From an optimization exercise on the open Yosys and OpenROAD flow, aimed at small area and a short achievable clock period; shortcuts taken in it are not production practice. Function was checked by simulation only, so behaviour that the tests miss may differ from the original. Power is estimated from default activity; no workload was simulated.

==> flow/constraint.sdc <==
create_clock -name core_clock -period 12.0 [get_ports {clk}]
set_input_delay 2.4000 -clock core_clock [delete_from_list [all_inputs] [get_ports {clk}]]
set_output_delay 2.4000 -clock core_clock [all_outputs]
set_load 0.01 [all_outputs]
==> flow/design.v <==
module PipelineMips(clk, reset, imem_addr, imem_data, dmem_we, dmem_re, dmem_addr, dmem_wdata, dmem_rdata);
  input clk, reset;
  output wire [31:0] imem_addr;
  input [31:0] imem_data;
  output wire dmem_we, dmem_re;
  output wire [31:0] dmem_addr, dmem_wdata;
  input [31:0] dmem_rdata;
  integer i;
  reg [31:0] pc;
  reg [31:0] if_pc4, if_inst;                
  reg        ex_alusrc, ex_regdst;           
  reg [1:0]  ex_aluop;
  reg        ex_mr, ex_mw, ex_rw;
  reg [31:0] ex_a, ex_b;                     
  reg [15:0] ex_imm;
  reg [4:0]  ex_rt;
  reg        fa_mem, fa_wb, fb_mem, fb_wb, f_any;  
  reg        mem_mr, mem_mw, mem_rw;         
  reg [31:0] mem_res, mem_wd;                
  reg [4:0]  mem_rd;
  reg        wb_rw;                          
  reg [31:0] wb_wd;
  reg [4:0]  wb_rd;
  reg [31:0] rf [0:31];
  reg [31:0] rf_v;
  wire [5:0] opcode = if_inst[31:26];
  wire [5:0] func   = if_inst[5:0];
  wire [4:0] rs     = if_inst[25:21];
  wire [4:0] rt     = if_inst[20:16];
  wire [15:0] imm   = if_inst[15:0];
  wire op_r    = (opcode == 6'b000000);
  wire op_addi = (opcode == 6'b001000);
  wire op_andi = (opcode == 6'b001100);
  wire op_lw   = (opcode == 6'b100011);
  wire op_sw   = (opcode == 6'b101011);
  wire op_beq  = (opcode == 6'b000100);
  wire op_bne  = (opcode == 6'b000101);
  wire op_j    = (opcode == 6'b000010);
  wire c_alusrc = op_addi | op_andi | op_lw | op_sw;
  wire c_aluop1 = op_r | op_andi;
  wire c_aluop0 = op_andi | op_beq | op_bne;
  wire c_regdst = op_r;
  wire c_mr     = op_lw;
  wire c_mw     = op_sw;
  wire c_rw     = op_r | op_addi | op_andi | op_lw;
  wire br       = op_beq | op_bne;
  wire [4:0] ex_rdf = ex_imm[15:11];         
  wire hz1 = ex_mr & ((ex_rt == rs) | (ex_rt == rt)) & (ex_rt != 5'd0);
  wire hz2 = mem_mr & br & ((mem_rd == rs) | (mem_rd == rt)) & (mem_rd != 5'd0);
  wire hz3 = ex_rw & br & ((ex_rdf == rs) | (ex_rdf == rt)) & (ex_rdf != 5'd0);
  wire stall = hz1 | hz2 | hz3;
  wire tempB = ex_rw & ((ex_rdf == rs) | (ex_rdf == rt)) & (ex_rdf != 5'd0);
  wire mem_ok = mem_rw & (mem_rd != 5'd0) & ~tempB & ~f_any;
  wire sel1 = mem_ok & (mem_rd == rs);
  wire sel2 = mem_ok & (mem_rd == rt) & ~(mem_rd == rs);
  wire byp1 = wb_rw & (wb_rd == rs);
  wire byp2 = wb_rw & (wb_rd == rt);
  reg [31:0] rd1, rd2;
  always @* begin
    rd1 = 32'd0;
    rd2 = 32'd0;
    for (i = 0; i < 32; i = i + 1) begin
      rd1 = rd1 | ({32{rf_v[i] & (rs == i)}} & rf[i]);
      rd2 = rd2 | ({32{rf_v[i] & (rt == i)}} & rf[i]);
    end
  end
  wire [31:0] op1 = sel1 ? mem_res : (byp1 ? wb_wd : rd1);
  wire [31:0] op2 = sel2 ? mem_res : (byp2 ? wb_wd : rd2);
  wire equal = (op1 == op2);
  wire pcsrc = (op_beq & equal) | (op_bne & ~equal);
  wire csel  = ~stall & ~pcsrc;
  wire [31:0] jt   = {if_pc4[31:28], if_inst[25:0], 2'b00};
  wire [31:0] bt   = if_pc4 + {{14{imm[15]}}, imm, 2'b00};
  wire [31:0] pc_next = op_j ? jt : (pcsrc ? bt : if_pc4);
  wire [4:0] n_exmem_rd = ex_regdst ? ex_rdf : ex_rt;
  wire c1 = ex_rw & (n_exmem_rd != 5'd0) & (n_exmem_rd == rs);
  wire c2 = ex_rw & (n_exmem_rd != 5'd0) & (n_exmem_rd == rt);
  wire c3 = mem_rw & (mem_rd != 5'd0) & (mem_rd == rs);
  wire c4 = mem_rw & (mem_rd != 5'd0) & (mem_rd == rt);
  reg [2:0] aluctl;
  always @* begin
    case (ex_aluop)
      2'b00: aluctl = 3'b010;
      2'b01: aluctl = 3'b011;
      2'b11: aluctl = 3'b000;
      default: case (func)
        6'b100101: aluctl = 3'b001;
        6'b100000: aluctl = 3'b010;
        6'b100010: aluctl = 3'b011;
        6'b101010: aluctl = 3'b111;
        default:   aluctl = 3'b000;
      endcase
    endcase
  end
  wire [31:0] fwd_a = fa_mem ? mem_res : (fa_wb ? wb_wd : ex_a);
  wire [31:0] fwd_b = fb_mem ? mem_res : (fb_wb ? wb_wd : ex_b);
  wire [31:0] alu_b = ex_alusrc ? {{16{ex_imm[15]}}, ex_imm} : fwd_b;
  wire sub = aluctl[0];
  wire [31:0] bx = alu_b ^ {32{sub}};
  wire [33:0] sum = {1'b0, fwd_a, 1'b1} + {1'b0, bx, sub};
  wire ltu = ~sum[33];
  reg [31:0] alu_res;
  always @* begin
    case (aluctl)
      3'b000: alu_res = fwd_a & alu_b;
      3'b001: alu_res = fwd_a | alu_b;
      3'b010: alu_res = sum[32:1];
      3'b011: alu_res = sum[32:1];
      3'b111: alu_res = {31'd0, ltu};
      default: alu_res = 32'd0;
    endcase
  end
  assign imem_addr  = pc;
  assign dmem_we    = mem_mw;
  assign dmem_re    = mem_mr;
  assign dmem_addr  = mem_res;
  assign dmem_wdata = mem_wd;
  always @(posedge clk or posedge reset) begin
    if (reset) begin
      pc <= 32'd0;
      if_pc4 <= 32'd0;
      if_inst <= 32'd0;
      ex_alusrc <= 1'b0; ex_regdst <= 1'b0; ex_aluop <= 2'b00;
      ex_mr <= 1'b0; ex_mw <= 1'b0; ex_rw <= 1'b0;
      fa_mem <= 1'b0; fa_wb <= 1'b0; fb_mem <= 1'b0; fb_wb <= 1'b0; f_any <= 1'b0;
      mem_mr <= 1'b0; mem_mw <= 1'b0; mem_rw <= 1'b0;
      wb_rw <= 1'b0;
      rf_v <= 32'd0;
    end else begin
      pc <= pc_next;
      if (~stall) if_pc4 <= pc + 32'd4;
      if (pcsrc) if_inst <= 32'd0;
      else if (~stall) if_inst <= imem_data;
      ex_alusrc <= csel & c_alusrc;
      ex_regdst <= csel & c_regdst;
      ex_aluop  <= {csel & c_aluop1, csel & c_aluop0};
      ex_mr <= csel & c_mr;
      ex_mw <= csel & c_mw;
      ex_rw <= csel & c_rw;
      fa_mem <= c1;
      fb_mem <= ~c1 & c2;
      fa_wb  <= ~c1 & ~c2 & c3;
      fb_wb  <= ~c1 & ~c2 & ~c3 & c4;
      f_any  <= c1 | c2 | c3 | c4;
      mem_mr <= ex_mr; mem_mw <= ex_mw; mem_rw <= ex_rw;
      wb_rw <= mem_rw;
      if (wb_rw) rf_v[wb_rd] <= 1'b1;
    end
  end
  always @(posedge clk) begin
    ex_a <= op1;
    ex_b <= op2;
    ex_imm <= imm;
    ex_rt <= rt;
    mem_res <= alu_res;
    mem_wd <= fwd_b;
    mem_rd <= n_exmem_rd;
    wb_wd <= mem_mr ? dmem_rdata : mem_res;
    wb_rd <= mem_rd;
    if (wb_rw) rf[wb_rd] <= wb_wd;
  end
endmodule
==> flow/config.mk <==
export PLATFORM = sky130hd
export DESIGN_NAME = PipelineMips
export DESIGN_NICKNAME = PipelineMips
export VERILOG_FILES = /design/flow/design.v
export SDC_FILE = /design/flow/constraint.sdc
export NUM_CORES = 4
export LEC_CHECK = 0
export CAP_MARGIN = 20
export CORE_MARGIN = 2
export CORE_UTILIZATION = 30
export SLEW_MARGIN = 20
==> flow/run.sh <==
#!/bin/bash
# synth_recipe.tcl (not shown) runs the flow's synth.tcl, then flattens the netlist and writes it again
# the make line also repeats each setting of config.mk as NAME=value (left out here)
make -C /OpenROAD-flow-scripts/flow DESIGN_CONFIG=/design/flow/config.mk WORK_HOME=/design/flow/orfs CLKGATE_MAP_FILE= SYNTH_SCRIPT=/design/flow/synth_recipe.tcl finish
==> run summary <==
## registers in the layout, indices dropped and copies added (netlist names), 2 cells and up
signal / count
mem_res: 32
pc: 32
ex_rt: 5
rf: 1024
mem_rd: 5
ex_aluop: 2
rf_v: 32
ex_a: 32
ex_b: 32
wb_wd: 32
if_pc4: 32
wb_rd: 5
if_inst: 32
ex_imm: 16
mem_wd: 32
## cells by family after synthesis
family / count (synthesis) / synth area share
compound gates: 1341 / 0.151
xor+xnor: 194 / 0.0256
fa+ha+maj: 98 / 0.0174
buf+inv: 530 / 0.0334
flops: 1359 / 0.574
mux: 177 / 0.0275
simple gates: 2205 / 0.171
## critical path: stages (launching register included)
cell       delay, ns
dfrtp_1         1.12
nor3b_2         0.11
buf_4           0.31
buf_4           0.31
nand2_1         0.93
o2111ai_1       0.28
a2111oi_0       0.59
nand3_1         0.16
o32ai_1         1.02
a221oi_1        0.26
o22ai_1         0.42
nand4_1         0.24
nor4_4          0.50
a21boi_1        0.36
nor3_2          0.97
a221o_1         0.29
## worst max-delay path by stage
stage               slack [ns]  cells past startpoint               endpoint
finish                    3.98                     15       pc[24]$_DFF_PP0_
floorplan                 5.73                      1  ex_aluop[0]$_DFF_PP0_
global placement          4.74                     15       pc[14]$_DFF_PP0_
CTS                       4.59                     15       pc[24]$_DFF_PP0_
detailed placement        4.65                     15       pc[26]$_DFF_PP0_
global route              4.03                     15       pc[16]$_DFF_PP0_
## layout make-up
cell class	count	area (sq um)	share of cell area
inverters	79	302	0.00381
multi-input cells	4015	26800	0.339
flip-flops and latches	1359	38200	0.483
diodes	160	400	0.00506
clock buffers	198	4300	0.0543
repair buffers	518	4410	0.0558
clock inverters	86	973	0.0123
well taps	2958	3700	0.0468
## routing by layer
layer / track usage / part of all wire
met1: 0.509 / 0.35
met2: 0.559 / 0.37
met3: 0.263 / 0.17
met4: 0.314 / 0.10
met5: 0.0407 / 0.0019
## metrics by stage
stage	hold WS, ns	setup slack [ns]	power (W)	utilization	cells
2_1_floorplan	0.331	5.73	0.00717	-	5904
3_3_place_gp	0.338	4.74	0.00871	0.332	8919
3_5_place_dp	0.338	4.65	0.00873	0.333	8924
4_1_cts	0.356	4.59	0.0137	0.357	9208
5_1_grt	0.381	4.03	0.0141	0.358	9235
6_report	0.355	3.98	0.0140	0.359	9373
## placed cells by master (no fill, tap or decap), types with 29 or more instances in the layout
cell / netlist / layout
dfrtp_1: 144 / 128
nor2_1: 250 / 212
and3b_1: 34 / 31
nor4_1: 81 / 80
a21oi_1: 105 / 105
mux2_2: 43 / 43
buf_4: 12 / 346
a221o_1: 45 / 45
dfxtp_1: 191 / 186
a32oi_1: 34 / 34
nand3_1: 333 / 332
o2111ai_1: 88 / 88
maj3_1: 31 / 31
o2bb2ai_1: 36 / 35
nor2_4: 0 / 33
nand4_1: 260 / 260
a22o_1: 58 / 58
mux2i_1: 134 / 134
o21ai_0: 167 / 165
inv_1: 79 / 78
a221oi_1: 42 / 42
a21o_1: 29 / 29
and3_1: 160 / 153
o21a_1: 41 / 41
diode_2: 0 / 160
xor2_1: 69 / 69
clkdlybuf4s50_1: 0 / 163
a22oi_1: 164 / 164
clkbuf_16: 0 / 164
nand2_1: 675 / 661
xnor2_1: 125 / 125
edfxtp_1: 1024 / 1024
ha_1: 66 / 66
a222oi_1: 37 / 37
o21bai_1: 45 / 45
or3_1: 64 / 64
a2111oi_0: 53 / 53
nor3_1: 78 / 74
o22ai_1: 172 / 168
and2_1: 77 / 51
## power by group through the flow
| stage | Sequential, W | Combinational (W) | Clock [W] |
|---|---|---|---|
| 2_1_floorplan | 0.00603 | 0.00114 | 0 |
| 3_3_place_gp | 0.00601 | 0.00270 | 0 |
| 3_5_place_dp | 0.00601 | 0.00272 | 0 |
| 4_1_cts | 0.00591 | 0.00273 | 0.00507 |
| 5_1_grt | 0.00594 | 0.00293 | 0.00525 |
| 6_report | 0.00593 | 0.00295 | 0.00510 |
==> impl_metrics.json <==
{
  "p_sw_frac": 0.336,
  "synth_cell_types": 105,
  "arrival_ns": 8.82,
  "synthToLayoutAreaGrowth_pct": 18.9,
  "die_w_um": 475,
  "synth_most_common_cell": "edfxtp_1",
  "syn-num-nets": 6037,
  "dpl-instance-area_sq_mm": 0.0732,
  "worstPathRequired_ns": 12.80,
  "criticalPathCategory": "flip-flop to flip-flop",
  "maxSlewViolCount": 2,
  "finalHoldViolCount": 0,
  "die-area_sq_mm": 0.225,
  "antenna_found_initial": 109,
  "ant_nets": 0,
  "cts_setup_buffers": 0,
  "synth_edf_count": 1024,
  "setup.worst_path.start": "if_inst[24]$_DFFE_PP0P_",
  "dp_hpwl_um": 319000,
  "vias_per_cell": 7.48,
  "synthFlopType": "edfxtp_1",
  "dr_total_vias": 70110,
  "pwr-share-comb": 0.211,
  "grt_pass1_wl_um": 633000,
  "finalClockSkew_ns": 0.0627,
  "core-area_sq_mm": 0.220,
  "worst_slew_pin_slew_ns": 1.51,
  "r2r_slack_ns": 3.98,
  "status": "failed layout checks",
  "vdd_drop_max_v": 0.000144,
  "initial_core_util": 0.302,
  "dr.pass1.iters": 12,
  "drt_iter0_drc": 16992,
  "synthTopCellsByCount": "edfxtp_1, nand2_1, nand3_1, clkbuf_1, nand4_1",
  "async_flop_share": 0.106,
  "ys_top_cells_by_area": "edfxtp_1, dfxtp_1, dfrtp_1",
  "p_per_area_mw_per_mm2": 177,
  "slew_headroom": -0.0322,
  "syn_inst": 5904,
  "rows": 172,
  "cp_max_fo": 27,
  "so.violations": "capacitance limit, slew limit",
  "post_route_cells_drive_above_1_share": 0.135,
  "start_kind": "flip-flop",
  "yosysWarnings": 1,
  "switchingPower_w": 0.00469,
  "synth_top_area_share": 0.463,
  "fin_area_sq_mm": 0.0791,
  "synth.largest_area_cell": "edfxtp_1",
  "htreeDepth": 4,
  "clkLatencyLatePin_ns": 0.92,
  "num-nets-final": 6262,
  "grt_overflow_total": 0,
  "cts-hold-fix-buffers": 0,
  "grt_max_degree": 79,
  "drc": 0,
  "numPortBuffers": 163,
  "finalSetupTns_ns": 0,
  "min_path_cells": 0,
  "netlist_area_sq_mm": 0.0665,
  "globalplace.congestion": 1.15,
  "rsz0062_at_grt": "no",
  "wl_um": 499000,
  "fmax_mhz": 125,
  "end_kind": "flip-flop",
  "ctsResizeCount": 0,
  "wl_per_cell_um": 53.2,
  "clock_tree.root_cell": "clkbuf_16",
  "p_int_w": 0.00929,
  "period_share": 0.668,
  "p_seq_frac": 0.424,
  "cts_tree": "built",
  "hold_class": "flip-flop to flip-flop",
  "grt_pass1_vias": 60394,
  "reg2reg_depth": 15,
  "cts.reportedPaths.clkPinSlew_ns": 0.06,
  "io-pin-count": 164,
  "fill_cells": 21618,
  "synth-seq-cells": 1359,
  "holdPathEnd": "mem_mw$_DFF_PP0_",
  "clkSinkCount": 1359,
  "cts_buffers": 156,
  "setup_viol_count_final": 0,
  "rr_startpoint": "if_inst[24]$_DFFE_PP0P_",
  "period_needed_ns": 8.02,
  "ys_seq_area_frac": 0.574,
  "p_leak_nw": 26.5,
  "power_frac_clock": 0.365,
  "cts.path.max_buffers": 3,
  "track_usage": 0.431,
  "max_cap_viol_count": 1,
  "syn_area_per_cell_sq_um": 11.3,
  "dieHeight_um": 475,
  "hp-start": "ex_mw$_DFF_PP0_",
  "timing.rr.end": "pc[24]$_DFF_PP0_"
}

re-timing with driven ports:
The flow's constraints put no driver on any port. The routed layout listed below was extracted and timed again, unchanged, in two steps.
Step 1, drivers: a clkbuf_16 drives clk and a buf_2 each remaining input, both assumed.
Step 2 also shifts input and output timing later by t, the mid clock arrival at the registers, as if the neighbouring blocks saw the same clock.
Slacks: ideal ports / drivers / drivers and shift; pairs: ideal ports / drivers.
t (ns): 0.972
slack for setup (ns): 3.984 / 3.984 / 3.984
hold slack, ns: 0.355 / 0.355 / 0.355
For this run, drivers alone change the setup slack by 0.000 ns; drivers and shift together by 0.000 ns.
